What follows belongs to an exercise in optimizing a design on an open flow for small area and a short achievable clock period; a production flow would make more cautious choices. In this exercise RTL edits were held to simulation tests only and were not proved equivalent to the original. The flow treats the clock pin as an ideal source, which a real chip does not have. Power figures rest on the tool's default switching activity, not on a simulated workload.

File: flow/config.mk
export PLATFORM = sky130hd
export DESIGN_NAME = SMC_top
export DESIGN_NICKNAME = SMC_top
export VERILOG_FILES = /design/flow/design.v
export SDC_FILE = /design/flow/constraint.sdc
export NUM_CORES = 4
export LEC_CHECK = 0
export ABC_AREA = 1
export CAP_MARGIN = 20
export CORE_MARGIN = 2
export CORE_UTILIZATION = 40
export CTS_BUF_LIST = sky130_fd_sc_hd__clkbuf_8
export SLEW_MARGIN = 20
File: flow/constraint.sdc
create_clock -name core_clock -period 30.0 [get_ports {clk}]
set_input_delay 6.0000 -clock core_clock [delete_from_list [all_inputs] [get_ports {clk}]]
set_output_delay 6.0000 -clock core_clock [all_outputs]
set_load 0.01 [all_outputs]
File: flow/design.v
module SMC_top (
    input            clk,
    input      [1:0] mode,
    input      [2:0] Vgs0, Vgs1, Vgs2, Vgs3, Vgs4, Vgs5,
    input      [2:0] Vds0, Vds1, Vds2, Vds3, Vds4, Vds5,
    input      [2:0] W0, W1, W2, W3, W4, W5,
    output reg [9:0] out
);
    reg [1:0] r_mode;
    reg [2:0] r_Vgs0, r_Vgs1, r_Vgs2, r_Vgs3, r_Vgs4, r_Vgs5;
    reg [2:0] r_Vds0, r_Vds1, r_Vds2, r_Vds3, r_Vds4, r_Vds5;
    reg [2:0] r_W0, r_W1, r_W2, r_W3, r_W4, r_W5;
    wire [9:0] core_out;
    always @(posedge clk) begin
        r_mode <= mode;
        r_Vgs0 <= Vgs0; r_Vgs1 <= Vgs1; r_Vgs2 <= Vgs2;
        r_Vgs3 <= Vgs3; r_Vgs4 <= Vgs4; r_Vgs5 <= Vgs5;
        r_Vds0 <= Vds0; r_Vds1 <= Vds1; r_Vds2 <= Vds2;
        r_Vds3 <= Vds3; r_Vds4 <= Vds4; r_Vds5 <= Vds5;
        r_W0 <= W0; r_W1 <= W1; r_W2 <= W2;
        r_W3 <= W3; r_W4 <= W4; r_W5 <= W5;
        out <= core_out;
    end
    SMC core (
        .out(core_out), .mode(r_mode),
        .Vgs0(r_Vgs0), .Vgs1(r_Vgs1), .Vgs2(r_Vgs2), .Vgs3(r_Vgs3), .Vgs4(r_Vgs4), .Vgs5(r_Vgs5),
        .Vds0(r_Vds0), .Vds1(r_Vds1), .Vds2(r_Vds2), .Vds3(r_Vds3), .Vds4(r_Vds4), .Vds5(r_Vds5),
        .W0(r_W0), .W1(r_W1), .W2(r_W2), .W3(r_W3), .W4(r_W4), .W5(r_W5)
    );
endmodule

module Calc(val, m, Vgs, Vds, W);
  output [6:0] val;
  wire [6:0] val;
  input m;
  wire m;
  input [2:0] Vgs;
  wire [2:0] Vgs;
  input [2:0] Vds;
  wire [2:0] Vds;
  input [2:0] W;
  wire [2:0] W;
  wire _0_;
  wire _100_;
  wire _101_;
  wire _102_;
  wire _103_;
  wire _104_;
  wire _105_;
  wire _106_;
  wire _107_;
  wire _108_;
  wire _109_;
  wire _10_;
  wire _110_;
  wire _111_;
  wire _112_;
  wire _113_;
  wire _114_;
  wire _115_;
  wire _116_;
  wire _117_;
  wire _118_;
  wire _119_;
  wire _11_;
  wire _120_;
  wire _121_;
  wire _122_;
  wire _123_;
  wire _124_;
  wire _125_;
  wire _126_;
  wire _127_;
  wire _128_;
  wire _129_;
  wire _12_;
  wire _130_;
  wire _131_;
  wire _132_;
  wire _133_;
  wire _134_;
  wire _135_;
  wire _136_;
  wire _137_;
  wire _138_;
  wire _139_;
  wire _13_;
  wire _140_;
  wire _141_;
  wire _142_;
  wire _143_;
  wire _144_;
  wire _145_;
  wire _146_;
  wire _147_;
  wire _14_;
  wire _15_;
  wire _16_;
  wire _17_;
  wire _18_;
  wire _19_;
  wire _1_;
  wire _20_;
  wire _21_;
  wire _22_;
  wire _23_;
  wire _24_;
  wire _25_;
  wire _26_;
  wire _27_;
  wire _28_;
  wire _29_;
  wire _2_;
  wire _30_;
  wire _31_;
  wire _32_;
  wire _33_;
  wire _34_;
  wire _35_;
  wire _36_;
  wire _37_;
  wire _38_;
  wire _39_;
  wire _3_;
  wire _40_;
  wire _41_;
  wire _42_;
  wire _43_;
  wire _44_;
  wire _45_;
  wire _46_;
  wire _47_;
  wire _48_;
  wire _49_;
  wire _4_;
  wire _50_;
  wire _51_;
  wire _52_;
  wire _53_;
  wire _54_;
  wire _55_;
  wire _56_;
  wire _57_;
  wire _58_;
  wire _59_;
  wire _5_;
  wire _60_;
  wire _61_;
  wire _62_;
  wire _63_;
  wire _64_;
  wire _65_;
  wire _66_;
  wire _67_;
  wire _68_;
  wire _69_;
  wire _6_;
  wire _70_;
  wire _71_;
  wire _72_;
  wire _73_;
  wire _74_;
  wire _75_;
  wire _76_;
  wire _77_;
  wire _78_;
  wire _79_;
  wire _7_;
  wire _80_;
  wire _81_;
  wire _82_;
  wire _83_;
  wire _84_;
  wire _85_;
  wire _86_;
  wire _87_;
  wire _88_;
  wire _89_;
  wire _8_;
  wire _90_;
  wire _91_;
  wire _92_;
  wire _93_;
  wire _94_;
  wire _95_;
  wire _96_;
  wire _97_;
  wire _98_;
  wire _99_;
  wire _9_;
  assign _130_ = Vgs[1] & ~(Vds[1]);
  assign _129_ = Vds[2] & ~(_130_);
  assign _128_ = Vgs[2] & ~(_129_);
  assign _127_ = _128_ & ~(Vds[0]);
  assign _126_ = Vgs[0] & ~(_128_);
  assign _125_ = _126_ | _127_;
  assign _124_ = ~Vgs[1];
  assign _123_ = ~(Vds[1] | Vds[2]);
  assign _122_ = _123_ & ~(_124_);
  assign _121_ = _125_ & ~(_122_);
  assign _120_ = m & ~(_121_);
  assign _119_ = W[2] & ~(W[1]);
  assign _118_ = W[2] | ~(W[1]);
  assign _117_ = _118_ & ~(_119_);
  assign _116_ = W[0] & ~(_117_);
  assign _115_ = _116_ | _119_;
  assign _114_ = ~(_115_ & _120_);
  assign _113_ = ~W[0];
  assign _112_ = _113_ & ~(_119_);
  assign _111_ = ~(_112_ | _116_);
  assign _110_ = ~(Vds[0] | Vds[2]);
  assign _109_ = _110_ | _123_;
  assign _108_ = _109_ | ~(Vgs[2]);
  assign _107_ = Vgs[1] | m;
  assign _106_ = ~(_107_ & Vds[2]);
  assign _105_ = Vds[1] | Vgs[1];
  assign _104_ = ~(Vds[1] & Vgs[1]);
  assign _103_ = _104_ & _105_;
  assign _102_ = m & ~(_103_);
  assign _101_ = Vgs[2] & ~(_102_);
  assign _100_ = Vds[2] | ~(Vgs[1]);
  assign _99_ = _124_ & ~(_123_);
  assign _98_ = _100_ & ~(_99_);
  assign _97_ = m & ~(_98_);
  assign _96_ = ~(_97_ | _110_);
  assign _95_ = ~m;
  assign _94_ = _110_ & ~(_95_);
  assign _93_ = _94_ | _96_;
  assign _92_ = Vgs[2] & ~(_93_);
  assign _91_ = ~(Vgs[0] & Vds[2]);
  assign _90_ = _91_ | _104_;
  assign _89_ = Vgs[0] | ~(m);
  assign _88_ = ~_89_;
  assign _87_ = _88_ & ~(_99_);
  assign _86_ = _90_ & ~(_87_);
  assign _85_ = _86_ | _92_;
  assign _84_ = _108_ | ~(_93_);
  assign _83_ = _123_ | ~(Vds[0]);
  assign _82_ = ~(Vgs[2] & m);
  assign _81_ = _82_ | _99_;
  assign _80_ = _83_ & ~(_81_);
  assign _79_ = _80_ | _88_;
  assign _78_ = _84_ & ~(_79_);
  assign _77_ = _85_ & ~(_78_);
  assign _76_ = _121_ | m;
  assign _75_ = ~(Vgs[0] | Vgs[2]);
  assign _74_ = Vgs[2] & ~(Vds[1]);
  assign _73_ = _74_ | _75_;
  assign _72_ = _76_ & ~(_73_);
  assign _71_ = _72_ | _77_;
  assign _70_ = _78_ | ~(_85_);
  assign _69_ = _76_ & ~(_70_);
  assign _68_ = _71_ & ~(_69_);
  assign _67_ = _68_ ^ _101_;
  assign _66_ = _106_ & ~(_67_);
  assign _65_ = _66_ | _108_;
  assign _64_ = _88_ | _121_;
  assign _63_ = _64_ | _65_;
  assign _62_ = Vgs[2] & ~(_100_);
  assign _61_ = _105_ & ~(_62_);
  assign _60_ = _61_ | Vgs[0];
  assign _59_ = Vgs[1] & Vgs[0];
  assign _58_ = _59_ & ~(Vgs[2]);
  assign _57_ = _60_ & ~(_58_);
  assign _56_ = _76_ & ~(_57_);
  assign _55_ = _56_ | _92_;
  assign _54_ = _63_ & ~(_55_);
  assign _53_ = _54_ | ~(_111_);
  assign _52_ = ~(_119_ & W[0]);
  assign _51_ = _113_ & ~(_118_);
  assign _50_ = _52_ & ~(_51_);
  assign _49_ = Vgs[1] | Vgs[0];
  assign _48_ = _49_ | ~(_109_);
  assign _47_ = _59_ | _95_;
  assign _46_ = _48_ & ~(_47_);
  assign _45_ = ~(_46_ | _50_);
  assign _44_ = _45_ & ~(_68_);
  assign _43_ = _53_ & ~(_44_);
  assign val[0] = _43_ ^ _114_;
  assign _42_ = W[2] & W[1];
  assign _41_ = ~_42_;
  assign _40_ = _103_ & ~(_82_);
  assign _39_ = _65_ & ~(_40_);
  assign _38_ = ~(_82_ | _91_);
  assign _37_ = _38_ | _39_;
  assign _36_ = ~(_37_ | _41_);
  assign _35_ = _38_ & ~(_124_);
  assign _34_ = _123_ | _124_;
  assign _33_ = _34_ & _91_;
  assign _32_ = _33_ | _82_;
  assign _31_ = _32_ | _35_;
  assign _30_ = _115_ & ~(_31_);
  assign _29_ = ~(_30_ | _36_);
  assign _28_ = _65_ | _81_;
  assign _27_ = _28_ | _50_;
  assign _26_ = ~(_28_ & _37_);
  assign _25_ = _31_ & ~(_26_);
  assign _24_ = _34_ | ~(_126_);
  assign _23_ = ~(Vgs[2] | Vds[2]);
  assign _22_ = _66_ & ~(_23_);
  assign _21_ = _24_ & ~(_22_);
  assign _20_ = _21_ & _26_;
  assign _19_ = _20_ | _25_;
  assign _18_ = _19_ | _50_;
  assign _17_ = _111_ & ~(_28_);
  assign _16_ = _18_ & ~(_17_);
  assign _15_ = ~(_21_ | _41_);
  assign _14_ = _115_ & ~(_37_);
  assign _13_ = ~(_14_ | _15_);
  assign _12_ = ~(_13_ & _16_);
  assign _11_ = _13_ ^ _16_;
  assign _10_ = ~(_41_ | _64_);
  assign _9_ = _115_ & ~(_21_);
  assign _8_ = _9_ | _10_;
  assign _7_ = ~(_50_ | _54_);
  assign _6_ = _111_ & ~(_70_);
  assign _5_ = _6_ | _7_;
  assign _4_ = _64_ | ~(_115_);
  assign _3_ = _120_ & ~(_41_);
  assign _2_ = _4_ & ~(_3_);
  assign _1_ = _5_ | ~(_2_);
  assign _0_ = _43_ | _114_;
  assign _147_ = _2_ ^ _5_;
  assign _146_ = _0_ & ~(_147_);
  assign _145_ = _1_ & ~(_146_);
  assign _144_ = _145_ | _8_;
  assign _143_ = _77_ & ~(_50_);
  assign _142_ = _111_ & ~(_19_);
  assign _141_ = ~(_142_ | _143_);
  assign _140_ = ~(_145_ ^ _8_);
  assign _139_ = _141_ & ~(_140_);
  assign _138_ = _144_ & ~(_139_);
  assign _137_ = _11_ & ~(_138_);
  assign _136_ = _12_ & ~(_137_);
  assign _135_ = _27_ & ~(_136_);
  assign val[4] = _135_ ^ _29_;
  assign val[2] = _140_ ^ _141_;
  assign val[6] = _35_ & ~(_41_);
  assign val[1] = _147_ ^ _0_;
  assign _134_ = ~(_135_ | _29_);
  assign _133_ = _42_ & ~(_31_);
  assign _132_ = _35_ & _115_;
  assign _131_ = _132_ | _133_;
  assign val[5] = _131_ | _134_;
  assign val[3] = _138_ ^ _11_;
endmodule
module Cmp7(a, b, ge);
  input [6:0] a;
  wire [6:0] a;
  input [6:0] b;
  wire [6:0] b;
  output ge;
  wire ge;
  wire _0_;
  wire _10_;
  wire _11_;
  wire _12_;
  wire _13_;
  wire _14_;
  wire _15_;
  wire _16_;
  wire _17_;
  wire _18_;
  wire _19_;
  wire _1_;
  wire _20_;
  wire _21_;
  wire _22_;
  wire _23_;
  wire _2_;
  wire _3_;
  wire _4_;
  wire _5_;
  wire _6_;
  wire _7_;
  wire _8_;
  wire _9_;
  assign _8_ = a[6] | ~(b[6]);
  assign _7_ = b[6] | ~(a[6]);
  assign _6_ = a[5] | ~(b[5]);
  assign _5_ = b[5] | ~(a[5]);
  assign _4_ = a[4] | ~(b[4]);
  assign _3_ = b[4] | ~(a[4]);
  assign _2_ = a[3] | ~(b[3]);
  assign _1_ = b[1] | ~(a[1]);
  assign _0_ = a[0] | ~(b[0]);
  assign _23_ = _1_ & ~(_0_);
  assign _22_ = b[2] & ~(a[2]);
  assign _21_ = b[1] & ~(a[1]);
  assign _20_ = _21_ | _22_;
  assign _19_ = _20_ | _23_;
  assign _18_ = a[3] & ~(b[3]);
  assign _17_ = a[2] & ~(b[2]);
  assign _16_ = _17_ | _18_;
  assign _15_ = _19_ & ~(_16_);
  assign _9_ = _2_ & ~(_15_);
  assign _10_ = _3_ & ~(_9_);
  assign _11_ = _4_ & ~(_10_);
  assign _12_ = _5_ & ~(_11_);
  assign _13_ = _6_ & ~(_12_);
  assign _14_ = _7_ & ~(_13_);
  assign ge = _8_ & ~(_14_);
endmodule
module Dec5(b, top, sp, sq, sr);
  input [4:0] b;
  wire [4:0] b;
  input top;
  wire top;
  output sp;
  wire sp;
  output sq;
  wire sq;
  output sr;
  wire sr;
  wire _0_;
  wire _10_;
  wire _11_;
  wire _12_;
  wire _13_;
  wire _14_;
  wire _15_;
  wire _16_;
  wire _17_;
  wire _18_;
  wire _19_;
  wire _1_;
  wire _20_;
  wire _2_;
  wire _3_;
  wire _4_;
  wire _5_;
  wire _6_;
  wire _7_;
  wire _8_;
  wire _9_;
  assign _11_ = b[2] & b[4];
  assign _10_ = b[0] ^ b[1];
  assign _9_ = ~(_10_ ^ b[3]);
  assign _8_ = b[2] ^ b[4];
  assign _7_ = _8_ & ~(_9_);
  assign _6_ = _7_ | _11_;
  assign _5_ = b[0] | b[1];
  assign _4_ = _10_ & ~(b[3]);
  assign _3_ = _5_ & ~(_4_);
  assign _2_ = _3_ & _6_;
  assign _1_ = _2_ ^ top;
  assign _0_ = ~(_8_ ^ _9_);
  assign _20_ = ~(_0_ ^ top);
  assign _19_ = ~(_3_ ^ _6_);
  assign _12_ = ~(_19_ & _20_);
  assign sq = _1_ & ~(_12_);
  assign _13_ = ~(_0_ & top);
  assign _14_ = _19_ | ~(_0_);
  assign _15_ = _3_ | _6_;
  assign _16_ = top & ~(_15_);
  assign _17_ = _14_ & ~(_16_);
  assign sp = _13_ & ~(_17_);
  assign _18_ = _16_ | _20_;
  assign sr = _1_ & ~(_18_);
endmodule
module Sort(
    output [5:0] sp, sq, sr,
    input top,
    input [6:0] n0, n1, n2, n3, n4, n5);
    wire g01;   
    Cmp7 k01(.a(n0), .b(n1), .ge(g01));
    wire g02;   
    Cmp7 k02(.a(n0), .b(n2), .ge(g02));
    wire g03;   
    Cmp7 k03(.a(n0), .b(n3), .ge(g03));
    wire g04;   
    Cmp7 k04(.a(n0), .b(n4), .ge(g04));
    wire g05;   
    Cmp7 k05(.a(n0), .b(n5), .ge(g05));
    wire g12;   
    Cmp7 k12(.a(n1), .b(n2), .ge(g12));
    wire g13;   
    Cmp7 k13(.a(n1), .b(n3), .ge(g13));
    wire g14;   
    Cmp7 k14(.a(n1), .b(n4), .ge(g14));
    wire g15;   
    Cmp7 k15(.a(n1), .b(n5), .ge(g15));
    wire g23;   
    Cmp7 k23(.a(n2), .b(n3), .ge(g23));
    wire g24;   
    Cmp7 k24(.a(n2), .b(n4), .ge(g24));
    wire g25;   
    Cmp7 k25(.a(n2), .b(n5), .ge(g25));
    wire g34;   
    Cmp7 k34(.a(n3), .b(n4), .ge(g34));
    wire g35;   
    Cmp7 k35(.a(n3), .b(n5), .ge(g35));
    wire g45;   
    Cmp7 k45(.a(n4), .b(n5), .ge(g45));
    Dec5 d0(.b({~g05, ~g04, ~g03, ~g02, ~g01}), .top(top), .sp(sp[0]), .sq(sq[0]), .sr(sr[0]));
    Dec5 d1(.b({~g15, ~g14, ~g13, ~g12, g01}), .top(top), .sp(sp[1]), .sq(sq[1]), .sr(sr[1]));
    Dec5 d2(.b({~g25, ~g24, ~g23, g12, g02}), .top(top), .sp(sp[2]), .sq(sq[2]), .sr(sr[2]));
    Dec5 d3(.b({~g35, ~g34, g23, g13, g03}), .top(top), .sp(sp[3]), .sq(sq[3]), .sr(sr[3]));
    Dec5 d4(.b({~g45, g34, g24, g14, g04}), .top(top), .sp(sp[4]), .sq(sq[4]), .sr(sr[4]));
    Dec5 d5(.b({g45, g35, g25, g15, g05}), .top(top), .sp(sp[5]), .sq(sq[5]), .sr(sr[5]));
endmodule
module Choose(out, w, sp, sq, sr, n0, n1, n2, n3, n4, n5);
  output [9:0] out;
  wire [9:0] out;
  input w;
  wire w;
  input [5:0] sp;
  wire [5:0] sp;
  input [5:0] sq;
  wire [5:0] sq;
  input [5:0] sr;
  wire [5:0] sr;
  input [6:0] n0;
  wire [6:0] n0;
  input [6:0] n1;
  wire [6:0] n1;
  input [6:0] n2;
  wire [6:0] n2;
  input [6:0] n3;
  wire [6:0] n3;
  input [6:0] n4;
  wire [6:0] n4;
  input [6:0] n5;
  wire [6:0] n5;
  wire _0_;
  wire _100_;
  wire _101_;
  wire _102_;
  wire _103_;
  wire _104_;
  wire _105_;
  wire _106_;
  wire _107_;
  wire _108_;
  wire _109_;
  wire _10_;
  wire _110_;
  wire _111_;
  wire _112_;
  wire _113_;
  wire _114_;
  wire _115_;
  wire _116_;
  wire _117_;
  wire _118_;
  wire _119_;
  wire _11_;
  wire _120_;
  wire _121_;
  wire _122_;
  wire _123_;
  wire _124_;
  wire _125_;
  wire _126_;
  wire _127_;
  wire _128_;
  wire _129_;
  wire _12_;
  wire _130_;
  wire _131_;
  wire _132_;
  wire _133_;
  wire _134_;
  wire _135_;
  wire _136_;
  wire _137_;
  wire _138_;
  wire _139_;
  wire _13_;
  wire _140_;
  wire _141_;
  wire _142_;
  wire _143_;
  wire _144_;
  wire _145_;
  wire _146_;
  wire _147_;
  wire _148_;
  wire _149_;
  wire _14_;
  wire _150_;
  wire _151_;
  wire _152_;
  wire _153_;
  wire _154_;
  wire _155_;
  wire _156_;
  wire _157_;
  wire _158_;
  wire _159_;
  wire _15_;
  wire _160_;
  wire _161_;
  wire _162_;
  wire _163_;
  wire _164_;
  wire _165_;
  wire _166_;
  wire _167_;
  wire _168_;
  wire _169_;
  wire _16_;
  wire _170_;
  wire _171_;
  wire _172_;
  wire _173_;
  wire _174_;
  wire _175_;
  wire _176_;
  wire _177_;
  wire _178_;
  wire _179_;
  wire _17_;
  wire _180_;
  wire _181_;
  wire _182_;
  wire _183_;
  wire _184_;
  wire _185_;
  wire _186_;
  wire _187_;
  wire _188_;
  wire _189_;
  wire _18_;
  wire _190_;
  wire _191_;
  wire _192_;
  wire _193_;
  wire _194_;
  wire _195_;
  wire _196_;
  wire _197_;
  wire _198_;
  wire _199_;
  wire _19_;
  wire _1_;
  wire _200_;
  wire _201_;
  wire _202_;
  wire _203_;
  wire _204_;
  wire _205_;
  wire _206_;
  wire _207_;
  wire _208_;
  wire _209_;
  wire _20_;
  wire _210_;
  wire _211_;
  wire _212_;
  wire _213_;
  wire _214_;
  wire _215_;
  wire _216_;
  wire _217_;
  wire _218_;
  wire _219_;
  wire _21_;
  wire _220_;
  wire _221_;
  wire _222_;
  wire _223_;
  wire _224_;
  wire _225_;
  wire _226_;
  wire _227_;
  wire _228_;
  wire _229_;
  wire _22_;
  wire _230_;
  wire _231_;
  wire _232_;
  wire _233_;
  wire _234_;
  wire _235_;
  wire _236_;
  wire _237_;
  wire _238_;
  wire _239_;
  wire _23_;
  wire _240_;
  wire _241_;
  wire _242_;
  wire _243_;
  wire _244_;
  wire _245_;
  wire _246_;
  wire _247_;
  wire _248_;
  wire _249_;
  wire _24_;
  wire _250_;
  wire _251_;
  wire _252_;
  wire _253_;
  wire _254_;
  wire _255_;
  wire _256_;
  wire _257_;
  wire _258_;
  wire _259_;
  wire _25_;
  wire _260_;
  wire _261_;
  wire _262_;
  wire _263_;
  wire _264_;
  wire _265_;
  wire _266_;
  wire _267_;
  wire _268_;
  wire _269_;
  wire _26_;
  wire _270_;
  wire _271_;
  wire _272_;
  wire _273_;
  wire _274_;
  wire _275_;
  wire _276_;
  wire _277_;
  wire _278_;
  wire _279_;
  wire _27_;
  wire _280_;
  wire _281_;
  wire _282_;
  wire _283_;
  wire _284_;
  wire _285_;
  wire _286_;
  wire _287_;
  wire _288_;
  wire _289_;
  wire _28_;
  wire _290_;
  wire _291_;
  wire _292_;
  wire _293_;
  wire _294_;
  wire _295_;
  wire _296_;
  wire _297_;
  wire _298_;
  wire _299_;
  wire _29_;
  wire _2_;
  wire _300_;
  wire _301_;
  wire _302_;
  wire _303_;
  wire _304_;
  wire _305_;
  wire _306_;
  wire _307_;
  wire _308_;
  wire _309_;
  wire _30_;
  wire _310_;
  wire _311_;
  wire _312_;
  wire _313_;
  wire _314_;
  wire _315_;
  wire _316_;
  wire _317_;
  wire _318_;
  wire _319_;
  wire _31_;
  wire _320_;
  wire _321_;
  wire _322_;
  wire _323_;
  wire _324_;
  wire _325_;
  wire _326_;
  wire _327_;
  wire _328_;
  wire _329_;
  wire _32_;
  wire _330_;
  wire _331_;
  wire _332_;
  wire _333_;
  wire _334_;
  wire _335_;
  wire _336_;
  wire _337_;
  wire _338_;
  wire _339_;
  wire _33_;
  wire _340_;
  wire _341_;
  wire _342_;
  wire _343_;
  wire _344_;
  wire _345_;
  wire _346_;
  wire _347_;
  wire _348_;
  wire _349_;
  wire _34_;
  wire _350_;
  wire _351_;
  wire _352_;
  wire _353_;
  wire _354_;
  wire _355_;
  wire _356_;
  wire _357_;
  wire _358_;
  wire _359_;
  wire _35_;
  wire _360_;
  wire _361_;
  wire _362_;
  wire _363_;
  wire _364_;
  wire _365_;
  wire _366_;
  wire _367_;
  wire _368_;
  wire _369_;
  wire _36_;
  wire _370_;
  wire _371_;
  wire _372_;
  wire _373_;
  wire _374_;
  wire _375_;
  wire _376_;
  wire _377_;
  wire _378_;
  wire _379_;
  wire _37_;
  wire _380_;
  wire _381_;
  wire _382_;
  wire _383_;
  wire _384_;
  wire _38_;
  wire _39_;
  wire _3_;
  wire _40_;
  wire _41_;
  wire _42_;
  wire _43_;
  wire _44_;
  wire _45_;
  wire _46_;
  wire _47_;
  wire _48_;
  wire _49_;
  wire _4_;
  wire _50_;
  wire _51_;
  wire _52_;
  wire _53_;
  wire _54_;
  wire _55_;
  wire _56_;
  wire _57_;
  wire _58_;
  wire _59_;
  wire _5_;
  wire _60_;
  wire _61_;
  wire _62_;
  wire _63_;
  wire _64_;
  wire _65_;
  wire _66_;
  wire _67_;
  wire _68_;
  wire _69_;
  wire _6_;
  wire _70_;
  wire _71_;
  wire _72_;
  wire _73_;
  wire _74_;
  wire _75_;
  wire _76_;
  wire _77_;
  wire _78_;
  wire _79_;
  wire _7_;
  wire _80_;
  wire _81_;
  wire _82_;
  wire _83_;
  wire _84_;
  wire _85_;
  wire _86_;
  wire _87_;
  wire _88_;
  wire _89_;
  wire _8_;
  wire _90_;
  wire _91_;
  wire _92_;
  wire _93_;
  wire _94_;
  wire _95_;
  wire _96_;
  wire _97_;
  wire _98_;
  wire _99_;
  wire _9_;
  wire _c115;
  wire _c116;
  wire _c117;
  wire _c118;
  wire _c119;
  wire _c120;
  wire _c121;
  wire _c122;
  wire _c22;
  wire _c61;
  assign _313_ = ~(n5[0] & sr[5]);
  assign _312_ = n0[0] & sr[0];
  assign _311_ = _313_ & ~(_312_);
  assign _310_ = n3[0] & sr[3];
  assign _309_ = n4[0] & sr[4];
  assign _308_ = _309_ | _310_;
  assign _307_ = n1[0] & sr[1];
  assign _306_ = n2[0] & sr[2];
  assign _305_ = _306_ | _307_;
  assign _304_ = _305_ | _308_;
  assign _303_ = _311_ & ~(_304_);
  assign _302_ = w & ~(_303_);
  assign _301_ = ~(n4[1] & sp[4]);
  assign _300_ = n0[1] & sp[0];
  assign _299_ = _301_ & ~(_300_);
  assign _298_ = n2[1] & sp[2];
  assign _297_ = n5[1] & sp[5];
  assign _296_ = _297_ | _298_;
  assign _295_ = n3[1] & sp[3];
  assign _294_ = n1[1] & sp[1];
  assign _293_ = _294_ | _295_;
  assign _292_ = _293_ | _296_;
  assign _291_ = _299_ & ~(_292_);
  assign _290_ = ~(sr[4] & n4[1]);
  assign _289_ = sr[0] & n0[1];
  assign _288_ = _290_ & ~(_289_);
  assign _287_ = sr[5] & n5[1];
  assign _286_ = sr[3] & n3[1];
  assign _285_ = _286_ | _287_;
  assign _284_ = sr[2] & n2[1];
  assign _283_ = sr[1] & n1[1];
  assign _282_ = _283_ | _284_;
  assign _281_ = _282_ | _285_;
  assign _280_ = _288_ & ~(_281_);
  assign _279_ = _280_ ^ _291_;
  assign _278_ = ~(sq[5] & n5[1]);
  assign _277_ = sq[1] & n1[1];
  assign _276_ = _278_ & ~(_277_);
  assign _275_ = sq[2] & n2[1];
  assign _274_ = sq[3] & n3[1];
  assign _273_ = _274_ | _275_;
  assign _272_ = sq[4] & n4[1];
  assign _271_ = sq[0] & n0[1];
  assign _270_ = _271_ | _272_;
  assign _269_ = _270_ | _273_;
  assign _268_ = _276_ & ~(_269_);
  assign _267_ = _268_ | w;
  assign _266_ = ~(n3[0] & sp[3]);
  assign _265_ = n0[0] & sp[0];
  assign _264_ = _266_ & ~(_265_);
  assign _263_ = n4[0] & sp[4];
  assign _262_ = n5[0] & sp[5];
  assign _261_ = _262_ | _263_;
  assign _260_ = n2[0] & sp[2];
  assign _259_ = n1[0] & sp[1];
  assign _258_ = _259_ | _260_;
  assign _257_ = _258_ | _261_;
  assign _256_ = _264_ & ~(_257_);
  assign _255_ = w & ~(_256_);
  assign _254_ = _267_ & ~(_255_);
  assign _253_ = _254_ ^ _279_;
  assign _252_ = _256_ | _303_;
  assign _251_ = ~w;
  assign _250_ = ~(n4[0] & sq[4]);
  assign _249_ = n2[0] & sq[2];
  assign _248_ = _250_ & ~(_249_);
  assign _247_ = n3[0] & sq[3];
  assign _246_ = n5[0] & sq[5];
  assign _245_ = _246_ | _247_;
  assign _244_ = n1[0] & sq[1];
  assign _243_ = n0[0] & sq[0];
  assign _242_ = _243_ | _244_;
  assign _241_ = _242_ | _245_;
  assign _240_ = _248_ & ~(_241_);
  assign _239_ = _251_ & ~(_240_);
  assign _238_ = ~(_256_ ^ _303_);
  assign _237_ = _239_ & ~(_238_);
  assign _236_ = _252_ & ~(_237_);
  assign _235_ = _236_ | _253_;
  assign _234_ = ~(n2[2] & sp[2]);
  assign _233_ = n1[2] & sp[1];
  assign _232_ = _234_ & ~(_233_);
  assign _231_ = n5[2] & sp[5];
  assign _230_ = n4[2] & sp[4];
  assign _229_ = _230_ | _231_;
  assign _228_ = n0[2] & sp[0];
  assign _227_ = n3[2] & sp[3];
  assign _226_ = _227_ | _228_;
  assign _225_ = _226_ | _229_;
  assign _224_ = _232_ & ~(_225_);
  assign _223_ = ~(n2[2] & sr[2]);
  assign _222_ = n1[2] & sr[1];
  assign _221_ = _223_ & ~(_222_);
  assign _220_ = n5[2] & sr[5];
  assign _219_ = n3[2] & sr[3];
  assign _218_ = _219_ | _220_;
  assign _217_ = n0[2] & sr[0];
  assign _216_ = n4[2] & sr[4];
  assign _215_ = _216_ | _217_;
  assign _214_ = _215_ | _218_;
  assign _213_ = _221_ & ~(_214_);
  assign _212_ = _213_ ^ _224_;
  assign _211_ = ~(n5[2] & sq[5]);
  assign _210_ = n0[2] & sq[0];
  assign _209_ = _211_ & ~(_210_);
  assign _208_ = n3[2] & sq[3];
  assign _207_ = n4[2] & sq[4];
  assign _206_ = _207_ | _208_;
  assign _205_ = n2[2] & sq[2];
  assign _204_ = n1[2] & sq[1];
  assign _203_ = _204_ | _205_;
  assign _202_ = _203_ | _206_;
  assign _201_ = _209_ & ~(_202_);
  assign _200_ = _201_ | w;
  assign _199_ = w & ~(_291_);
  assign _198_ = _200_ & ~(_199_);
  assign _197_ = _198_ ^ _212_;
  assign _196_ = w & ~(_240_);
  assign _195_ = _280_ | _291_;
  assign _194_ = _279_ & ~(_254_);
  assign _193_ = _195_ & ~(_194_);
  assign _192_ = ~(_193_ ^ _196_);
  assign _191_ = _192_ ^ _197_;
  assign _190_ = ~(_191_ ^ _235_);
  assign _c115 = ~(_190_ ^ _302_);
  assign _189_ = w & ~(_280_);
  assign _188_ = _196_ | ~(_193_);
  assign _187_ = _192_ & _197_;
  assign _186_ = _188_ & ~(_187_);
  assign _185_ = _186_ ^ _189_;
  assign _184_ = ~(n3[3] & sr[3]);
  assign _183_ = n2[3] & sr[2];
  assign _182_ = _184_ & ~(_183_);
  assign _181_ = n5[3] & sr[5];
  assign _180_ = n4[3] & sr[4];
  assign _179_ = _180_ | _181_;
  assign _178_ = n0[3] & sr[0];
  assign _177_ = n1[3] & sr[1];
  assign _176_ = _177_ | _178_;
  assign _175_ = _176_ | _179_;
  assign _174_ = _182_ & ~(_175_);
  assign _173_ = ~(n4[3] & sp[4]);
  assign _172_ = n2[3] & sp[2];
  assign _171_ = _173_ & ~(_172_);
  assign _170_ = n5[3] & sp[5];
  assign _169_ = n3[3] & sp[3];
  assign _168_ = _169_ | _170_;
  assign _167_ = n0[3] & sp[0];
  assign _166_ = n1[3] & sp[1];
  assign _165_ = _166_ | _167_;
  assign _164_ = _165_ | _168_;
  assign _163_ = _171_ & ~(_164_);
  assign _162_ = _163_ ^ _174_;
  assign _161_ = ~(n1[3] & sq[1]);
  assign _160_ = n3[3] & sq[3];
  assign _159_ = _161_ & ~(_160_);
  assign _158_ = n5[3] & sq[5];
  assign _157_ = n4[3] & sq[4];
  assign _156_ = _157_ | _158_;
  assign _155_ = n0[3] & sq[0];
  assign _154_ = n2[3] & sq[2];
  assign _153_ = _154_ | _155_;
  assign _152_ = _153_ | _156_;
  assign _151_ = _159_ & ~(_152_);
  assign _150_ = _151_ | w;
  assign _149_ = w & ~(_224_);
  assign _148_ = _150_ & ~(_149_);
  assign _147_ = _148_ ^ _162_;
  assign _146_ = w & ~(_268_);
  assign _145_ = _213_ | _224_;
  assign _144_ = _212_ & ~(_198_);
  assign _143_ = _145_ & ~(_144_);
  assign _142_ = ~(_143_ ^ _146_);
  assign _141_ = _142_ ^ _147_;
  assign _140_ = _141_ ^ _185_;
  assign _139_ = _191_ | _235_;
  assign _138_ = _302_ & ~(_190_);
  assign _137_ = _139_ & ~(_138_);
  assign _c116 = _137_ ^ _140_;
  assign _136_ = _137_ | _140_;
  assign _135_ = _186_ | _189_;
  assign _134_ = _141_ & _185_;
  assign _133_ = _134_ | ~(_135_);
  assign _132_ = w & ~(_213_);
  assign _131_ = _146_ | ~(_143_);
  assign _130_ = _142_ & _147_;
  assign _129_ = _131_ & ~(_130_);
  assign _128_ = _129_ ^ _132_;
  assign _127_ = ~(n2[4] & sr[2]);
  assign _126_ = n3[4] & sr[3];
  assign _125_ = _127_ & ~(_126_);
  assign _124_ = n5[4] & sr[5];
  assign _123_ = n4[4] & sr[4];
  assign _122_ = _123_ | _124_;
  assign _121_ = n1[4] & sr[1];
  assign _120_ = n0[4] & sr[0];
  assign _119_ = _120_ | _121_;
  assign _118_ = _119_ | _122_;
  assign _117_ = _125_ & ~(_118_);
  assign _116_ = ~(n3[4] & sp[3]);
  assign _115_ = n2[4] & sp[2];
  assign _114_ = _116_ & ~(_115_);
  assign _113_ = n5[4] & sp[5];
  assign _112_ = n4[4] & sp[4];
  assign _111_ = _112_ | _113_;
  assign _110_ = n0[4] & sp[0];
  assign _109_ = n1[4] & sp[1];
  assign _108_ = _109_ | _110_;
  assign _107_ = _108_ | _111_;
  assign _106_ = _114_ & ~(_107_);
  assign _105_ = _106_ ^ _117_;
  assign _104_ = ~(n3[4] & sq[3]);
  assign _103_ = n2[4] & sq[2];
  assign _102_ = _104_ & ~(_103_);
  assign _101_ = n5[4] & sq[5];
  assign _100_ = n4[4] & sq[4];
  assign _99_ = _100_ | _101_;
  assign _98_ = n0[4] & sq[0];
  assign _97_ = n1[4] & sq[1];
  assign _96_ = _97_ | _98_;
  assign _95_ = _96_ | _99_;
  assign _94_ = _102_ & ~(_95_);
  assign _93_ = _94_ | w;
  assign _92_ = w & ~(_163_);
  assign _91_ = _93_ & ~(_92_);
  assign _90_ = _91_ ^ _105_;
  assign _89_ = w & ~(_201_);
  assign _88_ = _163_ | _174_;
  assign _87_ = _162_ & ~(_148_);
  assign _86_ = _88_ & ~(_87_);
  assign _85_ = ~(_86_ ^ _89_);
  assign _84_ = _85_ ^ _90_;
  assign _83_ = ~(_84_ ^ _128_);
  assign _82_ = _83_ ^ _133_;
  assign _c117 = _82_ ^ _136_;
  assign _81_ = ~(n1[5] & sr[1]);
  assign _80_ = n3[5] & sr[3];
  assign _79_ = _81_ & ~(_80_);
  assign _78_ = n4[5] & sr[4];
  assign _77_ = n5[5] & sr[5];
  assign _76_ = _77_ | _78_;
  assign _75_ = n0[5] & sr[0];
  assign _74_ = n2[5] & sr[2];
  assign _73_ = _74_ | _75_;
  assign _72_ = _73_ | _76_;
  assign _71_ = _79_ & ~(_72_);
  assign _70_ = ~(n1[5] & sp[1]);
  assign _69_ = n4[5] & sp[4];
  assign _68_ = _70_ & ~(_69_);
  assign _67_ = n3[5] & sp[3];
  assign _66_ = n5[5] & sp[5];
  assign _65_ = _66_ | _67_;
  assign _64_ = n0[5] & sp[0];
  assign _63_ = n2[5] & sp[2];
  assign _62_ = _63_ | _64_;
  assign _61_ = _62_ | _65_;
  assign _60_ = _68_ & ~(_61_);
  assign _59_ = _60_ ^ _71_;
  assign _58_ = ~(n1[5] & sq[1]);
  assign _57_ = n3[5] & sq[3];
  assign _56_ = _58_ & ~(_57_);
  assign _55_ = n4[5] & sq[4];
  assign _54_ = n5[5] & sq[5];
  assign _53_ = _54_ | _55_;
  assign _52_ = n0[5] & sq[0];
  assign _51_ = n2[5] & sq[2];
  assign _50_ = _51_ | _52_;
  assign _49_ = _50_ | _53_;
  assign _48_ = _56_ & ~(_49_);
  assign _47_ = _48_ | w;
  assign _46_ = w & ~(_106_);
  assign _45_ = _47_ & ~(_46_);
  assign _44_ = ~(_45_ ^ _59_);
  assign _43_ = w & ~(_151_);
  assign _42_ = _106_ | _117_;
  assign _41_ = _105_ & ~(_91_);
  assign _40_ = _42_ & ~(_41_);
  assign _39_ = ~(_40_ ^ _43_);
  assign _38_ = ~(_39_ ^ _44_);
  assign _37_ = w & ~(_174_);
  assign _36_ = _89_ | ~(_86_);
  assign _35_ = _85_ & _90_;
  assign _34_ = _36_ & ~(_35_);
  assign _33_ = _34_ ^ _37_;
  assign _32_ = ~(_33_ ^ _38_);
  assign _31_ = _129_ | _132_;
  assign _30_ = _84_ & _128_;
  assign _29_ = _31_ & ~(_30_);
  assign _28_ = _29_ ^ _32_;
  assign _27_ = _133_ & ~(_83_);
  assign _26_ = _136_ & ~(_82_);
  assign _25_ = _26_ | _27_;
  assign _c118 = ~(_25_ ^ _28_);
  assign _24_ = ~(n5[6] & sp[5]);
  assign _23_ = n2[6] & sp[2];
  assign _22_ = _24_ & ~(_23_);
  assign _21_ = n4[6] & sp[4];
  assign _20_ = n3[6] & sp[3];
  assign _19_ = _20_ | _21_;
  assign _18_ = n0[6] & sp[0];
  assign _17_ = n1[6] & sp[1];
  assign _16_ = _17_ | _18_;
  assign _15_ = _16_ | _19_;
  assign _14_ = _22_ & ~(_15_);
  assign _13_ = n1[6] & sr[1];
  assign _12_ = n3[6] & sr[3];
  assign _11_ = ~(_12_ | _13_);
  assign _10_ = n4[6] & sr[4];
  assign _9_ = n5[6] & sr[5];
  assign _8_ = _9_ | _10_;
  assign _7_ = n0[6] & sr[0];
  assign _6_ = n2[6] & sr[2];
  assign _5_ = _6_ | _7_;
  assign _4_ = _5_ | _8_;
  assign _3_ = _11_ & ~(_4_);
  assign _2_ = _3_ ^ _14_;
  assign _1_ = ~(n2[6] & sq[2]);
  assign _0_ = n3[6] & sq[3];
  assign _384_ = _1_ & ~(_0_);
  assign _383_ = n5[6] & sq[5];
  assign _382_ = n4[6] & sq[4];
  assign _381_ = _382_ | _383_;
  assign _380_ = n0[6] & sq[0];
  assign _379_ = n1[6] & sq[1];
  assign _378_ = _379_ | _380_;
  assign _377_ = _378_ | _381_;
  assign _376_ = _384_ & ~(_377_);
  assign _375_ = _376_ | w;
  assign _374_ = w & ~(_60_);
  assign _373_ = _375_ & ~(_374_);
  assign _372_ = ~(_373_ ^ _2_);
  assign _371_ = _94_ | _251_;
  assign _370_ = ~(_60_ & _71_);
  assign _369_ = _45_ & _59_;
  assign _368_ = _370_ & ~(_369_);
  assign _367_ = ~(_368_ ^ _371_);
  assign _366_ = ~(_367_ ^ _372_);
  assign _365_ = w & ~(_117_);
  assign _364_ = ~_365_;
  assign _363_ = _43_ & ~(_40_);
  assign _362_ = _39_ & _44_;
  assign _361_ = ~(_362_ | _363_);
  assign _360_ = _361_ ^ _364_;
  assign _359_ = _360_ ^ _366_;
  assign _358_ = _34_ | _37_;
  assign _357_ = _33_ & _38_;
  assign _356_ = _358_ & ~(_357_);
  assign _355_ = ~(_356_ ^ _359_);
  assign _354_ = ~(_29_ & _32_);
  assign _353_ = _28_ & ~(_25_);
  assign _352_ = _354_ & ~(_353_);
  assign _c119 = ~(_352_ ^ _355_);
  assign _351_ = _14_ ^ _48_;
  assign _350_ = _351_ ^ _71_;
  assign _349_ = w & ~(_350_);
  assign _348_ = _371_ | ~(_368_);
  assign _347_ = _367_ & _372_;
  assign _346_ = _348_ & ~(_347_);
  assign _345_ = ~(_346_ ^ _349_);
  assign _344_ = ~(_3_ & _14_);
  assign _343_ = _373_ & _2_;
  assign _342_ = _344_ & ~(_343_);
  assign _341_ = ~(_342_ ^ _345_);
  assign _314_ = ~(_361_ & _364_);
  assign _315_ = _360_ & _366_;
  assign _316_ = _314_ & ~(_315_);
  assign _317_ = ~(_316_ ^ _341_);
  assign _318_ = _359_ | ~(_356_);
  assign _319_ = _355_ & ~(_352_);
  assign _320_ = _318_ & ~(_319_);
  assign _c120 = ~(_320_ ^ _317_);
  assign _321_ = ~(_376_ ^ _3_);
  assign _322_ = ~(_14_ & _48_);
  assign _323_ = _351_ & _71_;
  assign _324_ = _322_ & ~(_323_);
  assign _325_ = _324_ ^ _321_;
  assign _326_ = w & ~(_325_);
  assign _327_ = _349_ & ~(_346_);
  assign _328_ = _342_ & _345_;
  assign _329_ = _328_ | _327_;
  assign _330_ = _341_ | ~(_316_);
  assign _331_ = _317_ & ~(_320_);
  assign _332_ = _330_ & ~(_331_);
  assign _333_ = ~(_332_ ^ _329_);
  assign _c121 = _333_ ^ _326_;
  assign _334_ = _329_ & ~(_332_);
  assign _335_ = _333_ & _326_;
  assign _336_ = _335_ | _334_;
  assign _337_ = _324_ | _321_;
  assign _338_ = _376_ & _3_;
  assign _339_ = _338_ | _251_;
  assign _340_ = _337_ & ~(_339_);
  assign _c122 = _340_ ^ _336_;
  assign _c61 = _236_ ^ _253_;
  assign _c22 = ~(_238_ ^ _239_);
  assign out = { _c122, _c121, _c120, _c119, _c118, _c117, _c116, _c115, _c61, _c22 };
endmodule
module SMC(output [9:0] out,
           input [1:0] mode,
           input [2:0] Vgs0, Vgs1, Vgs2, Vgs3, Vgs4, Vgs5,
           input [2:0] Vds0, Vds1, Vds2, Vds3, Vds4, Vds5,
           input [2:0] W0, W1, W2, W3, W4, W5
           );
    wire [6:0] n0, n1, n2, n3, n4, n5;
    Calc c0(.val(n0), .m(mode[0]), .Vgs(Vgs0), .Vds(Vds0), .W(W0));
    Calc c1(.val(n1), .m(mode[0]), .Vgs(Vgs1), .Vds(Vds1), .W(W1));
    Calc c2(.val(n2), .m(mode[0]), .Vgs(Vgs2), .Vds(Vds2), .W(W2));
    Calc c3(.val(n3), .m(mode[0]), .Vgs(Vgs3), .Vds(Vds3), .W(W3));
    Calc c4(.val(n4), .m(mode[0]), .Vgs(Vgs4), .Vds(Vds4), .W(W4));
    Calc c5(.val(n5), .m(mode[0]), .Vgs(Vgs5), .Vds(Vds5), .W(W5));
    wire [5:0] sp, sq, sr;
    Sort sort_val(.sp(sp), .sq(sq), .sr(sr), .top(mode[1]),
                  .n0(n0), .n1(n1), .n2(n2), .n3(n3), .n4(n4), .n5(n5));
    Choose choose_out(.out(out), .w(mode[0]), .sp(sp), .sq(sq), .sr(sr),
                      .n0(n0), .n1(n1), .n2(n2), .n3(n3), .n4(n4), .n5(n5));
endmodule
File: flow/flow/run.sh
#!/bin/bash
# Own flow: the standard synthesis, then the combinational cells are
# re-mapped by ABC (flip-flops kept as they are, same names and cells); the standard flow's
# standard layout with small port buffers. After clock tree synthesis the
# output registers' clock pins get a short buffer chain of their own, so they
# are clocked a little later than the input registers (skew that helps the
# register-to-register paths; it only lengthens the paths to the outputs).
set -euo pipefail
HERE=$(pwd)
R=$HERE/orfs/results/$FLOW_PLATFORM/SMC_top/base
LIB=$FLOW_HOME/platforms/sky130hd/lib/sky130_fd_sc_hd__tt_025C_1v80.lib
source $HERE/flow/params.sh
bash standard.sh synth > synth_std.log 2>&1
cp $R/1_2_yosys.v $HERE/synth_std.v
DU=$(grep -A40 "DONT_USE_CELLS +=" $FLOW_HOME/platforms/sky130hd/config.mk | grep -o "sky130_fd_sc_hd__[a-z0-9_]*" | sed 's/^/-dont_use /' | tr '\n' ' ')
cat > resynth.ys <<EOT
read_liberty -ignore_miss_func $LIB
blackbox sky130_fd_sc_hd__dfxtp_1
read_verilog $HERE/synth_std.v
hierarchy -top $FLOW_TOP
flatten
opt_clean
abc -script $HERE/flow/resynth.abc -liberty $LIB $DU -D $ABC_D
opt_clean -purge
hilomap -singleton -hicell sky130_fd_sc_hd__conb_1 HI -locell sky130_fd_sc_hd__conb_1 LO
stat -liberty $LIB
write_verilog -noattr -nohex -nodec $HERE/synth_re.v
EOT
yosys -s resynth.ys > resynth.log 2>&1
cp $HERE/synth_re.v $R/1_2_yosys.v
rm -f $R/1_synth.odb $R/1_synth.sdc
bash standard.sh "BUFFER_PORTS_ARGS=$PORT_BUF_ARGS" $EXTRA_MAKE cts > layout_cts.log 2>&1
if [[ -n "$SKEW_CELLS" ]]; then
  # SKEW_CELLS: candidate chains separated by ';'. Each is tried on the placed
  # design; the one that leaves the largest worst setup slack (with no hold
  # violation) is kept.
  cp $R/4_cts.odb $HERE/4_cts_noskew.odb
  best=""; best_ws=-1000; i=0
  IFS=';' read -ra CANDS <<< "$SKEW_CELLS"
  for chain in "${CANDS[@]}"; do
    i=$((i+1))
    cp $HERE/4_cts_noskew.odb $R/4_cts.odb
    R=$R LIB=$LIB SKEW_CELLS="$chain" HOLD_FIX="${HOLD_FIX:-}" RR_DERATE=${RR_DERATE:-0} ROOT_REGS="${ROOT_REGS:-}" SKEW_WRITE=0 openroad -no_init -exit $HERE/flow/skew.tcl > skew_try$i.log 2>&1 || true
    res=$(grep '^RESULT' skew_try$i.log | tail -1 || true)
    ws=$(echo "$res" | awk '{print $2}'); wh=$(echo "$res" | awk '{print $3}')
    echo "candidate $i {$chain}: $res" >> skew_choice.log
    if [[ -n "$ws" ]] && awk -v ws="$ws" -v wh="$wh" -v b="$best_ws" 'BEGIN { exit !(wh >= 0 && ws > b) }'; then
      best="$chain"; best_ws=$ws
    fi
  done
  echo "chosen {$best}" >> skew_choice.log
  cp $HERE/4_cts_noskew.odb $R/4_cts.odb
  if [[ -n "$best" ]]; then
    R=$R LIB=$LIB SKEW_CELLS="$best" HOLD_FIX="${HOLD_FIX:-}" RR_DERATE=${RR_DERATE:-0} ROOT_REGS="${ROOT_REGS:-}" SKEW_WRITE=1 openroad -no_init -exit $HERE/flow/skew.tcl > skew.log 2>&1
  fi
fi
bash standard.sh "BUFFER_PORTS_ARGS=$PORT_BUF_ARGS" $EXTRA_MAKE finish > layout.log 2>&1
File: flow/flow/params.sh
ABC_D=6000
PORT_BUF_ARGS="-buffer_cell sky130_fd_sc_hd__buf_1"
EXTRA_MAKE=""
SKEW_CELLS="sky130_fd_sc_hd__clkdlybuf4s50_1 sky130_fd_sc_hd__clkbuf_8;sky130_fd_sc_hd__clkdlybuf4s50_1 sky130_fd_sc_hd__clkdlybuf4s15_1 sky130_fd_sc_hd__clkbuf_8;sky130_fd_sc_hd__clkdlybuf4s50_1 sky130_fd_sc_hd__clkdlybuf4s25_1 sky130_fd_sc_hd__clkbuf_8;sky130_fd_sc_hd__clkdlybuf4s50_1 sky130_fd_sc_hd__clkdlybuf4s50_1 sky130_fd_sc_hd__clkbuf_8;sky130_fd_sc_hd__clkdlybuf4s50_1 sky130_fd_sc_hd__clkdlybuf4s50_1 sky130_fd_sc_hd__clkdlybuf4s25_1 sky130_fd_sc_hd__clkbuf_8"
HOLD_FIX="sky130_fd_sc_hd__dlygate4sd3_1 0.15 1.5"
RR_DERATE=0.4
File: flow/flow/resynth.abc
strash; dch; map -D 6000; topo; buffer -p; upsize -D 6000; dnsize -D 6000
File: flow/flow/skew.tcl
# Give the output registers (out[*]) a clock branch of their own: a chain of
# the cells in SKEW_CELLS (first nearest the clock tree), the last one driving
# all of their clock pins. Edits 4_cts.odb in place.
proc load {} {
  read_db $::env(R)/4_cts.odb
  read_liberty $::env(LIB)
  read_sdc $::env(R)/4_cts.sdc
  set_propagated_clock [all_clocks]
  source $::env(FLOW_HOME)/platforms/sky130hd/setRC.tcl
  estimate_parasitics -placement
}
proc apply_chain {chain} {
  # ROOT_REGS: registers whose clock pins move to the clock tree's root
  # buffer output (earlier clock than the tree's leaves).
  if {[info exists ::env(ROOT_REGS)] && $::env(ROOT_REGS) ne ""} {
    set cp [get_pins -of_objects [get_nets clk] -filter "direction == input"]
    set root [get_cells -of_objects $cp]
    set rnet [get_nets -of_objects [get_pins -of_objects $root -filter "direction == output"]]
    puts "root buffer [get_full_name $root] net [get_full_name $rnet]"
    foreach rn $::env(ROOT_REGS) {
      foreach c [get_cells $rn] {
        set it [[sta::sta_to_db_inst $c] findITerm CLK]
        $it disconnect
        $it connect [sta::sta_to_db_net $rnet]
        puts "moved [get_full_name $c] to the root clock net"
      }
    }
    estimate_parasitics -placement
  }
  set pins {}
  set xs 0; set ys 0
  foreach c [get_cells *] {
    if {[regexp {^out\[} [get_full_name $c]] && [string match "sky130_fd_sc_hd__dfxtp_*" [get_property $c ref_name]]} {
      lappend pins [get_pins -of_objects $c -filter "name == CLK"]
      set bb [[sta::sta_to_db_inst $c] getBBox]
      set xs [expr {$xs + [$bb xMin]}]; set ys [expr {$ys + [$bb yMin]}]
    }
  }
  set n [llength $pins]
  puts "output registers: $n"
  set loc [list [expr {$xs / $n / 1000.0}] [expr {$ys / $n / 1000.0}]]
  puts "before:"
  report_clock_skew
  set tip $pins
  set diff 1
  foreach cell [lreverse $chain] {
    if {$diff} {
      insert_buffer -buffer_cell $cell -load_pins $tip -load_pins_on_diff_nets -location $loc
    } else {
      insert_buffer -buffer_cell $cell -load_pins $tip -location $loc
    }
    set diff 0
    set drv [get_pins -of_objects [get_nets -of_objects [lindex $tip 0]] -filter "direction == output"]
    set buf [get_cells -of_objects $drv]
    puts "inserted [get_full_name $buf] ([get_property $buf ref_name])"
    set tip [list [get_pins -of_objects $buf -filter "direction == input"]]
  }
  detailed_placement
  estimate_parasitics -placement
  # Hold: the mode registers reach the outputs both through long paths and
  # through short ones. Delay only the short branches (loads whose paths have
  # setup slack to spare), so that the long paths keep the skew's gain.
  proc mode_loads {net} {
    set out {}
    foreach p [get_pins -of_objects $net -filter "direction == input"] {
      set c [get_cells -of_objects $p]
      if {[regexp {^sky130_fd_sc_hd__(buf|clkbuf|inv|clkinv)_} [get_property $c ref_name]]} {
        set o [get_pins -of_objects $c -filter "direction == output"]
        set out [concat $out [mode_loads [get_nets -of_objects $o]]]
      } else {
        lappend out $p
      }
    }
    return $out
  }
  if {[info exists ::env(HOLD_FIX)] && $::env(HOLD_FIX) ne ""} {
    lassign $::env(HOLD_FIX) hold_cell hold_target setup_guard
    set ws [worst_slack -max]; puts "worst setup slack $ws"
    foreach r [get_cells r_mode*] {
      set q [get_pins -of_objects $r -filter "direction == output"]
      set pick {}
      foreach p [mode_loads [get_nets -of_objects $q]] {
        set smin [get_property $p slack_min]
        set smax [get_property $p slack_max]
        if {$smin < $hold_target && $smax > $ws + $setup_guard} { lappend pick $p; puts "  pick [get_full_name $p] min $smin max $smax" }
      }
      puts "[get_full_name $r]: [llength $pick] short-path loads delayed"
      if {[llength $pick] > 0} {
        insert_buffer -buffer_cell $hold_cell -load_pins $pick -load_pins_on_diff_nets
      }
    }
    detailed_placement
    estimate_parasitics -placement
  }
}
load
apply_chain $::env(SKEW_CELLS)
set rr [get_property [lindex [find_timing_paths -to [all_registers -data_pins] -path_delay max] 0] slack]
set ou [get_property [lindex [find_timing_paths -to [all_outputs] -path_delay max] 0] slack]
puts "RESULT [expr {min($rr - $::env(RR_DERATE), $ou)}] [worst_slack -min] $rr $ou"
if {$::env(SKEW_WRITE) eq "0"} { exit 0 }
check_placement -verbose
puts "after:"
report_clock_skew
report_checks -path_delay max -digits 3
puts "reg2reg:"
report_checks -path_delay max -to [all_registers -data_pins] -digits 3 -format end
report_checks -path_delay min -digits 3
report_checks -to [all_outputs] -path_delay max -digits 3
write_db $::env(R)/4_cts.odb
File: flow/standard.sh
#!/bin/bash
# synth_recipe.tcl (not shown) runs the flow's synth.tcl, then flattens the netlist and writes it again
# the make line also repeats each setting of config.mk as NAME=value (left out here)
make -C /OpenROAD-flow-scripts/flow DESIGN_CONFIG=/design/flow/config.mk WORK_HOME=/design/flow/orfs CLKGATE_MAP_FILE= SYNTH_SCRIPT=/design/flow/synth_recipe.tcl "${@:-finish}"
==> reports/qor.csv, run 1 <==
stage,metric,value,unit
global_routing,grt_use_met3,0.0322,
layout,stdcell_count,1882,
global_routing,grt_first_pass_wirelength,47000,um
yosys,synthesis.nets,1574,
die,die_h,155,um
die,floorplan.initialDensity,0.404,
sta,skew,1.19,ns
global_routing,globalRouteMet2Util,0.393,
placement,port_buffers,66,
layout,fillers,2420,
clocking,max-clock-path-buffers,2,
clocking,clk-insertion-delay-late,1.55,ns
placement,globalplace.congestion,1.09,
clocking,tritoncts.num_buffers,9,
power,comb_power_share,0.832,
power,clock_power_share,0.079,
sta,worst_slew_pin_slew,1.01,ns
clocking,cts_repair_resize_count,0,
clocking,cts.sinks,66,
global_routing,gr-usage-met1,0.313,
global_routing,via_count_of_the_first_global_routing_pass,9761,
layout,largest_register_ff_count,10,
power,total_leakage_power,4.39,nW
layout,design.final.nets,1649,
sta,timing.final.max_slew_violations,0,
layout,area.growth.synth_to_final,9.35,%
yosys,synth_cells,1517,
routing,drt-wirelength-per-cell,15.0,um
critical_path,timing.critical_path.slowest_stage_cell,sky130_fd_sc_hd__dfxtp_1,
critical_path,crit_path_end_kind,output pin,
layout,register_containing_the_most_flip_flops_in_the_final_layout,out,
routing,drt_pass1_iterations,10,
critical_path,cp_slowest_stage_delay,0.31,ns
power,switching_share,0.583,
layout,final_cell_mix,"341 x sky130_fd_sc_hd__nand2_1, 190 x sky130_fd_sc_hd__nor2_1, 165 x sky130_fd_sc_hd__inv_1",
placement,numPlacedInstances,1862,
routing,final_antenna_net_count,0,
clocking,tritoncts,yes,
routing,viasPerCell,5.66,
die,fp.dieArea,23900,um^2
layout,antenna_cells,0,
routing,drt-total-wl,28200,um
critical_path,timing.critical_path.buf_inv,1,
global_routing,gr-usage-all-layers,0.236,
yosys,synthesis.area_per_instance,5.98,um^2
layout,most_common_cell_after_layout_fill_and_taps_aside,sky130_fd_sc_hd__nand2_1,
global_routing,layer_with_the_highest_usage,met2,
run,timing.max_cap.violations,0,
power,power_density,128,nW/um^2
layout,fin_area,9920,um^2
critical_path,cp_max_fo,1,
sta,period_minus_slack,8.02,ns
sta,layout_worst_path_cycle_share,0.267,
clocking,clock_tree.root_cell,sky130_fd_sc_hd__clkbuf_8,
critical_path,category_of_the_critical_setup_timing_path,reg -> out,
critical_path,cp.required,24.00,ns
placement,hpwlAfterDp,22200,um
sta,clock.fmax,125,MHz
clocking,ctsHtreeMaxLevel,3,
power,total_switching_power,0.740,mW
routing,drcViolationCount,0,
power,p_int,0.529,mW
sta,fin_tns_setup,0,ns
critical_path,critical_path.startpoint_type,flop,
critical_path,arrival,2.02,ns
status,status,finished clean,
power,register_share_of_total_power,0.089,
sta,report.final.setup_viol,0,
die,core_area,22400,um^2
die,row_count,55,
die,pin_count,67,
yosys,mappedNetlistArea,9070,um^2
yosys,synth.yosys.warnings,1,
sta,rsz_0062_raised_after_global_routing,false,
critical_path,cpLargestDelayFamily,flip-flops,
global_routing,global_route.overflow_total,0,
sta,hold_violations,0,
worst_hold_path,path_type_of_the_worst_min_delay_path,reg -> reg,
clocking,cts.reportedPaths.clkPinSlew,0.08,ns
sta,timing.slew.headroom,0.326,
layout,drive_above_1_share,0.112,
power,ir_drop,0.0000967,V
global_routing,grt_start_max_net_pins,54,
global_routing,antenna_found_initial,0,
layout,seq_area,1320,um^2
die,fp.dieW,155,um
clocking,ctsHoldBuffers,0,
layout,multi_input_comb_area,6840,um^2
routing,routed-via-count,10700,
routing,first_iter_violations,1064,
clocking,postCtsSetupBuffers,0,
critical_path,cp_cell_sequence,buf_1,
placement,placed_area,9650,um^2
## power by group through the flow
| stage | Combinational (mW) | Sequential (mW) | Clock (mW) |
|---|---|---|---|
| after global placement | 1.03 | 0.115 | 0 |
| after global routing | 1.19 | 0.114 | 0.106 |
| final | 1.06 | 0.113 | 0.100 |
| after detailed placement | 1.04 | 0.115 | 0 |
| after floorplan | 0.826 | 0.117 | 0 |
| after CTS | 1.04 | 0.113 | 0.0946 |
## final timing paths
kind	from	endpoint	slack, ns	cells after the start
worst max register to register	r_mode[0]	out[9]	22.35	49
worst min register to register	r_mode[0]	out[5]	0.24	6
worst min-delay path	r_mode[0]	out[5]	0.24	6
worst max-delay path	out[8]	out[8]	21.98	1
## routing by layer
| layer | part of all wire | wire length (um) |
|---|---|---|
| met4 | 0.027 | 773 |
| met1 | 0.45 | 12600 |
| met5 | 0 | 0 |
| met2 | 0.45 | 12600 |
| met3 | 0.078 | 2210 |
## per-stage QoR
step | power [mW] | setup slack [ns] | utilization | hold WS (ns)
floorplan | 0.944 | 22.32 | - | 1.11
global placement | 1.15 | 21.32 | 0.430 | 0.959
detailed placement | 1.15 | 21.32 | 0.430 | 0.956
CTS | 1.25 | 21.25 | 0.440 | 0.958
global route | 1.41 | 21.54 | 0.442 | 0.284
finish | 1.27 | 21.98 | 0.442 | 0.239
## cell type report
type,count,share of cell area
flip-flops and latches,66,0.133
clock inverters,6,0.00883
repair buffers,68,0.0267
well taps,285,0.0359
clock buffers,13,0.0173
multi-input cells,1220,0.690
inverters,224,0.0882
==> run 2: changes to the inputs <==
==> flow/flow/params.sh (replaced) <==
ABC_D=6500
PORT_BUF_ARGS="-buffer_cell sky130_fd_sc_hd__buf_1"
EXTRA_MAKE=""
SKEW_CELLS="sky130_fd_sc_hd__clkdlybuf4s50_1 sky130_fd_sc_hd__clkbuf_8;sky130_fd_sc_hd__clkdlybuf4s50_1 sky130_fd_sc_hd__clkdlybuf4s15_1 sky130_fd_sc_hd__clkbuf_8;sky130_fd_sc_hd__clkdlybuf4s50_1 sky130_fd_sc_hd__clkdlybuf4s25_1 sky130_fd_sc_hd__clkbuf_8;sky130_fd_sc_hd__clkdlybuf4s50_1 sky130_fd_sc_hd__clkdlybuf4s50_1 sky130_fd_sc_hd__clkbuf_8;sky130_fd_sc_hd__clkdlybuf4s50_1 sky130_fd_sc_hd__clkdlybuf4s50_1 sky130_fd_sc_hd__clkdlybuf4s25_1 sky130_fd_sc_hd__clkbuf_8"
HOLD_FIX="sky130_fd_sc_hd__dlygate4sd3_1 0.15 1.5"
RR_DERATE=0.4
==> flow/flow/resynth.abc (replaced) <==
strash; dch; map -D 6500; topo; buffer -p; upsize -D 6500; dnsize -D 6500
==> run 2 against run 1 <==
Net effect:
- combinational power is 8% lower
- via count is 4.3% lower
- critical path depth stayed put
- sequential cell count stayed put
- wire length is 6.3% lower
- register-to-register slack worse by 0.38 ns
- die area is 5.2% lower
- design area is 5.1% lower
- worst hold slack worse by 0.17 ns
- clock skew is 0.21 ns higher
- synthesized cell count is 2.1% lower
- sequential power hardly changed
==> reports/qor.csv, run 2 <==
stage,metric,value,unit,change
die,pin_count,67,,unchanged
sta,skew,1.40,ns,+0.212 ns
yosys,synthesis.area_per_instance,5.79,um^2,-3.3%
routing,drcViolationCount,0,,unchanged
sta,worst_slew_pin_slew,1.10,ns,+0.0970 ns
sta,fin_tns_setup,0,ns,unchanged
sta,report.final.setup_viol,0,,unchanged
power,comb_power_share,0.831,,about the same
clocking,clk-insertion-delay-late,1.77,ns,+0.22 ns
power,total_leakage_power,4.31,nW,-1.9%
worst_hold_path,path_type_of_the_worst_min_delay_path,reg -> reg,,
critical_path,critical_path.startpoint_type,flop,,
critical_path,cp_max_fo,1,,unchanged
sta,timing.slew.headroom,0.261,,-0.0649
placement,numPlacedInstances,1822,,-2.1%
yosys,synthesis.nets,1542,,-2.0%
global_routing,global_route.overflow_total,0,,unchanged
die,row_count,53,,-3.6%
power,ir_drop,0.000111,V,+15%
placement,hpwlAfterDp,20800,um,-6.1%
critical_path,cp.required,24.00,ns,about the same
status,status,finished clean,,
critical_path,cp_cell_sequence,buf_1,,
layout,drive_above_1_share,0.0631,,-0.0490
global_routing,grt_first_pass_wirelength,43200,um,-7.9%
layout,most_common_cell_after_layout_fill_and_taps_aside,sky130_fd_sc_hd__nand2_1,,
routing,routed-via-count,10200,,-4.3%
layout,register_containing_the_most_flip_flops_in_the_final_layout,out,,
critical_path,arrival,2.24,ns,+0.22 ns
sta,period_minus_slack,8.24,ns,+0.218 ns
power,register_share_of_total_power,0.097,,+0.008
die,core_area,21000,um^2,-6.3%
clocking,tritoncts,yes,,
die,fp.dieArea,22700,um^2,-5.2%
clocking,ctsHtreeMaxLevel,3,,unchanged
global_routing,via_count_of_the_first_global_routing_pass,9176,,-6.0%
critical_path,timing.critical_path.buf_inv,1,,unchanged
die,fp.dieW,151,um,-2.6%
routing,final_antenna_net_count,0,,unchanged
global_routing,gr-usage-all-layers,0.233,,-0.00248
sta,hold_violations,0,,unchanged
clocking,cts_repair_resize_count,0,,unchanged
layout,design.final.nets,1621,,-1.7%
yosys,synth_cells,1485,,-2.1%
die,floorplan.initialDensity,0.409,,+0.00426
global_routing,gr-usage-met1,0.302,,-0.0107
power,total_switching_power,0.678,mW,-8.4%
clocking,ctsHoldBuffers,0,,unchanged
sta,timing.final.max_slew_violations,0,,unchanged
clocking,cts.sinks,66,,unchanged
critical_path,crit_path_end_kind,output pin,,
layout,fin_area,9420,um^2,-5.1%
routing,drt_pass1_iterations,6,,-4
sta,clock.fmax,121,MHz,-2.6%
clocking,cts.reportedPaths.clkPinSlew,0.08,ns,about the same
layout,fillers,2263,,-6.5%
power,design_power,1.17,mW,-7.4%
sta,hold-worst-slack,0.0660,ns,-0.173 ns
clocking,clock_tree.root_cell,sky130_fd_sc_hd__clkbuf_8,,
clocking,postCtsSetupBuffers,0,,unchanged
layout,area.growth.synth_to_final,9.63,%,
sta,rsz_0062_raised_after_global_routing,false,,
power,switching_share,0.577,,-0.00615
placement,port_buffers,66,,unchanged
run,timing.max_cap.violations,0,,unchanged
critical_path,cp_slowest_stage_delay,0.32,ns,about the same
placement,globalplace.congestion,1.01,,-7.4%
routing,drt-total-wl,26400,um,-6.3%
routing,viasPerCell,5.53,,-2.4%
global_routing,layer_with_the_highest_usage,met2,,
global_routing,globalRouteMet2Util,0.388,,-0.00533
global_routing,antenna_found_initial,1,,+1
layout,seq_area,1320,um^2,unchanged
power,p_int,0.497,mW,-6.1%
power,power_density,125,nW/um^2,-2.5%
layout,stdcell_count,1845,,-2.0%
global_routing,grt_use_met3,0.0427,,+0.0105
critical_path,category_of_the_critical_setup_timing_path,reg -> out,,
yosys,mappedNetlistArea,8590,um^2,-5.3%
sta,layout_worst_path_cycle_share,0.275,,+0.00726
die,die_h,151,um,-2.6%
critical_path,cpLargestDelayFamily,flip-flops,,
placement,placed_area,9170,um^2,-5.0%
layout,multi_input_comb_area,6420,um^2,-6.2%
clocking,tritoncts.num_buffers,9,,unchanged
layout,final_cell_mix,"353 x sky130_fd_sc_hd__nand2_1, 197 x sky130_fd_sc_hd__nor2_1, 188 x sky130_fd_sc_hd__inv_1",,
power,clock_power_share,0.072,,-0.007
critical_path,timing.critical_path.slowest_stage_cell,sky130_fd_sc_hd__dfxtp_1,,
routing,drt-wirelength-per-cell,14.3,um,-4.5%
global_routing,grt_start_max_net_pins,51,,-5.6%
yosys,synth.yosys.warnings,1,,unchanged
routing,first_iter_violations,962,,-9.6%
layout,largest_register_ff_count,10,,unchanged
clocking,max-clock-path-buffers,2,,unchanged
==> run 2: cell count changes in the layout (fill, tap and decap cells not counted), moves of 15 or more <==
cell and change:
sky130_fd_sc_hd__inv_1 +23, sky130_fd_sc_hd__inv_2 -19, sky130_fd_sc_hd__nand2_2 -15, sky130_fd_sc_hd__nand3_1 -16, sky130_fd_sc_hd__o21ai_0 +23, sky130_fd_sc_hd__o21ai_1 -27, sky130_fd_sc_hd__xor2_1 +16
==> run 2: through the flow <==
stage / setup WS (ns) / utilization
after floorplan: 21.95 / -
after global placement: 20.79 / 0.436
after detailed placement: 20.71 / 0.436
after CTS: 20.67 / 0.445
after global routing: 20.92 / 0.448
final: 21.76 / 0.448
==> run 2: layer usage <==
| layer | up-vias | part of all wire |
|---|---|---|
| li1 | 5255 | - |
| met1 | 4508 | 0.45 |
| met2 | 388 | 0.46 |
| met3 | 47 | 0.073 |
| met4 | 0 | 0.018 |
| met5 | - | 0 |
==> run 2: worst paths after layout <==
check	start	end	slack (ns)	cells after the start
setup / recovery	out[9]	out[9]	21.76	1
hold / removal	r_Vds1[2]	out[9]	0.07	9
setup reg to reg	r_mode[0]	out[9]	21.97	48
hold reg to reg	r_Vds1[2]	out[9]	0.07	9
==> run 2: worst reg2reg max path: cells and delay by family (launching register included) <==
family	cells	cell delay (ns)
compound gates	19	4.23
simple gates	21	2.24
xor+xnor	5	1.57
buf+inv	3	0.96
flops	1	0.32
==> run 2: final cells by class <==
type | count | area share
multi-input combinational | 1194 | 0.682
sequential | 66 | 0.140
inverter | 219 | 0.0876
tap | 275 | 0.0365
timing repair buffer | 70 | 0.0300
clock buffer | 13 | 0.0178
clock inverter | 7 | 0.00571
antenna | 1 | 0.000266
==> run 2: power groups by stage <==
stage / Sequential, mW / Clock [mW] / Combinational (mW)
6_report: 0.114 / 0.0846 / 0.976
5_1_grt: 0.115 / 0.0925 / 1.11
4_1_cts: 0.114 / 0.0776 / 0.966
3_5_place_dp: 0.116 / 0 / 0.958
3_3_place_gp: 0.116 / 0 / 0.952
2_1_floorplan: 0.119 / 0 / 0.781

Check on run 2: ideal ports give 21.758 ns setup slack; a clkbuf_16 on the clock port and buf_2 on the inputs give 21.718 ns; moving port delays by the midpoint clock arrival (1.103 ns) as well gives 21.975 ns. Its clock arrivals span 0.402 to 1.805 ns, so the last figure is rough.
